Context: an optimization exercise on an open-source flow, tuned for small area. The choices shown serve that exercise and are no tape-out recipe.
The RTL was checked by simulation tests, not by an equivalence proof against the original design.

exp/zinc:
// Ball_thrower
module Ball_thrower(
  input         CLOCK_50,
  input  [3:0] KEY,          
  input  [17:0] SW,           
  output        VGA_CLK,      
  output        VGA_HS,       
  output        VGA_VS,       
  output        VGA_BLANK_N,  
  output        VGA_SYNC_N,   
  output [7:0]  VGA_R,        
  output [7:0]  VGA_G,        
  output [7:0]  VGA_B         
  );
function [11:0] add;
	input [10:0] a;
	input [10:0] b;
	input cin;
	integer k;
	reg c;
	begin
		c = cin;
		for (k = 0; k < 11; k = k + 1) begin
			add[k] = a[k] ^ b[k] ^ c;
			c = (a[k] & b[k]) | (a[k] & c) | (b[k] & c);
		end
		add[11] = c;
	end
endfunction
function [10:0] inc;
	input [10:0] a;
	integer k;
	reg c;
	begin
		c = 1'b1;
		for (k = 0; k < 11; k = k + 1) begin
			inc[k] = a[k] ^ c;
			c = a[k] & c;
		end
	end
endfunction
function ge;
	input [10:0] a;
	input [10:0] b;
	integer k;
	reg r;
	begin
		r = 1'b1;
		for (k = 0; k < 11; k = k + 1)
			r = (a[k] & ~b[k]) | (~(a[k] ^ b[k]) & r);
		ge = r;
	end
endfunction
wire clk = CLOCK_50;
wire rst = SW[17];
wire go = SW[0];
assign VGA_SYNC_N = 1'b0;
reg [11:0] cnt;
reg vga_clk_q;
assign VGA_CLK = vga_clk_q;
wire vga_en = ~cnt[0];
wire update = &cnt[11:7] & cnt[5] & cnt[0];    
wire half = ~cnt[11];
wire [10:0] count = cnt[10:0];
wire [11:0] cnt_inc = add(cnt[10:0], 11'd0, 1'b1);    
always @(posedge clk)
begin
	if (rst)
		cnt <= 12'd2001;
	else if (update)
		cnt <= 12'd0;
	else
		cnt <= {cnt[11] | cnt_inc[11], cnt_inc[10:0]};
end
always @(posedge clk)
begin
	if (rst)
		vga_clk_q <= 1'b0;
	else
		vga_clk_q <= vga_en;
end
reg [9:0] xCount, yCount;
wire xmax = xCount[9] & xCount[8] & xCount[4] & xCount[3] & xCount[0];   
wire ymax = yCount[9] & yCount[3] & yCount[2] & yCount[0];               
wire x0 = ~|xCount;
wire [10:0] xinc = inc({1'b0, xCount});
wire [10:0] yinc = inc({1'b0, yCount});
always @(posedge clk)
begin
	if (rst)
		xCount <= 10'd0;
	else if (vga_en)
  ...
clock: 20.0 ns
lec_check: 0
cap_margin: 20
core_margin: 2
core_utilization: 65
slew_margin: 20
synth_memory_max_bits: 8192
standard.sh (not shown) runs the stock make flow with config.mk's settings and CLKGATE_MAP_FILE= SYNTH_SCRIPT=/design/flow/synth_recipe.tcl, a recipe that flattens the netlist after the stock synthesis.
==> flow/flow/run.sh <==
#!/bin/bash
# Layout flow: the standard flow (standard.sh), with these changes:
# * the port buffers (every input and output port still gets one) and the
#   buffers synthesis puts on outputs driven by the same net are buf_1;
# * the clock tree is built from clkbuf_8 without dummy loads.
set -euo pipefail
W=$(pwd)
F=$W/flow

# synth.tcl from ORFS with two changes: the abc call is replaced by
# flow/abc_pick.tcl, and extract_fa is skipped
sed -e 's|^\( *\)log_cmd abc {\*}\$abc_args$|\1source '"$F"'/abc_pick.tcl|' \
    -e 's|^\( *\)extract_fa {\*}\[dont_use_extract_fa_args\]$|\1# extract_fa skipped|' \
    "$FLOW_HOME/scripts/synth.tcl" > "$W/synth_area.tcl"
grep -q "abc_pick.tcl" "$W/synth_area.tcl"
grep -q "# extract_fa skipped" "$W/synth_area.tcl"

# The standard flow's synthesis script, sourcing the changed synth.tcl
sed -e "s|\$::env(SCRIPTS_DIR)/synth.tcl|$W/synth_area.tcl|" "$W/synth_recipe.tcl" > "$W/synth_recipe_area.tcl"
grep -q "synth_area.tcl" "$W/synth_recipe_area.tcl"

# standard.sh with that synthesis script
sed -e "s|$W/synth_recipe.tcl|$W/synth_recipe_area.tcl|g" "$W/standard.sh" > "$W/standard_area.sh"
grep -q "synth_recipe_area.tcl" "$W/standard_area.sh"

bash "$W/standard_area.sh" \
    "BUFFER_PORTS_ARGS=-buffer_cell sky130_fd_sc_hd__buf_1" \
    "MIN_BUF_CELL_AND_PORTS=sky130_fd_sc_hd__buf_1 A X" \
    "CTS_ARGS=-sink_clustering_enable -repair_clock_nets -buf_list sky130_fd_sc_hd__clkbuf_8 -dont_use_dummy_load" \
    finish > "$W/flow_make.log" 2>&1
Other scripts of this flow, unchanged in this note and not shown: flow/flow/abc_1.script, flow/flow/abc_2.script, flow/flow/abc_3.script, flow/flow/abc_4.script, flow/flow/abc_pick.tcl
#### Input delta (exp/garnet over exp/zinc)
Settings: CORE_UTILIZATION changed from 65 to 40.
==> flow/flow/abc_5.script (new file) <==
strash; &get -n; &deepsyn -T 60 -S 1; &put; dch -f; amap -m -F 4 -A 8; topo
Notes after the runs:
- The total core area of exp/garnet exceeds that of exp/zinc by about 60%.
- Cmp exp/garnet vs exp/zinc: largest stage delay on the critical path higher in exp/garnet
- exp/garnet: done, clean on timing, DRC and antenna
- [compare] base=exp/zinc new=exp/garnet: count of plain and timing-repair buffers in the layout lower, number of standard cells in the final layout excluding fillers higher, final antenna-violating net count roughly the same.
- exp/zinc → exp/garnet: layout-stage area growth over the synthesis result rose 0.86 points, hold slack rose 0.011 ns, routed wire length fell about 2.5%.
#### Input delta (exp/yarrow over exp/garnet)
removed: flow/flow/abc_5.script
==> comparison <==
Compare exp/yarrow and exp/garnet | period utilization lower: exp/garnet. For exp/yarrow, the standard cell with the maximum stage delay on the critical path was a2111oi_0, unlike exp/garnet, where it was nor3_1. Relative to exp/garnet, worst hold margin has gone down in exp/yarrow. Between exp/yarrow and exp/garnet, share of the final layout cell area in multi-input gates is higher for exp/yarrow, exp/garnet comes in under that. Compared with exp/garnet, in exp/yarrow required time of the critical path went down; sequential share of layout area decreased by 0.22 points relative to the old numbers; worst setup slack after layout shrank by 0.27 ns. exp/garnet -> exp/yarrow: net count of the mapped netlist increased slightly. The higher final core area utilization of exp/yarrow and exp/garnet is in exp/yarrow. Against exp/garnet, exp/yarrow comes in 0.20 ns higher on maximum cell stage delay along the critical path. Shortest period the worst path allows on exp/yarrow is up relative to exp/garnet.

==> afterwards: timing with drivers on the ports <==
The results above use ideal ports. As a check the final layouts listed here were re-extracted and re-timed, cells and wires unchanged.
Step 1 assumes that a clkbuf_16 drives the clock port and a buf_2 every other input.
Step 2 adds t to the input delays and takes it off the output delays; t is the mean of the earliest and latest rising clock arrival at the registers after step 1. Input paths then give back, and output paths get back, about the clock's delay inside the block.
Slacks: ideal / step 1 / step 2; pairs: ideal / step 1.
| run | t, ns | setup slack, ns | worst setup path at the end | worst register clock-pin slew, ns | pins driven straight from the clock port |
|---|---|---|---|---|---|
| exp/zinc | 0.388 | 13.143 / 13.143 / 13.143 | register to register | 0.11 / 0.11 | 1 |
| exp/garnet | 0.401 | 13.315 / 13.315 / 13.131 | input to register | 0.10 / 0.10 | 1 |
| exp/yarrow | 0.412 | 13.041 / 13.041 / 13.041 | register to register | 0.11 / 0.11 | 1 |
After both steps setup and hold are still met in every run listed. The setup slack of exp/garnet, which loses most, moves by 0.000 ns with the drivers and by -0.184 ns with both steps.
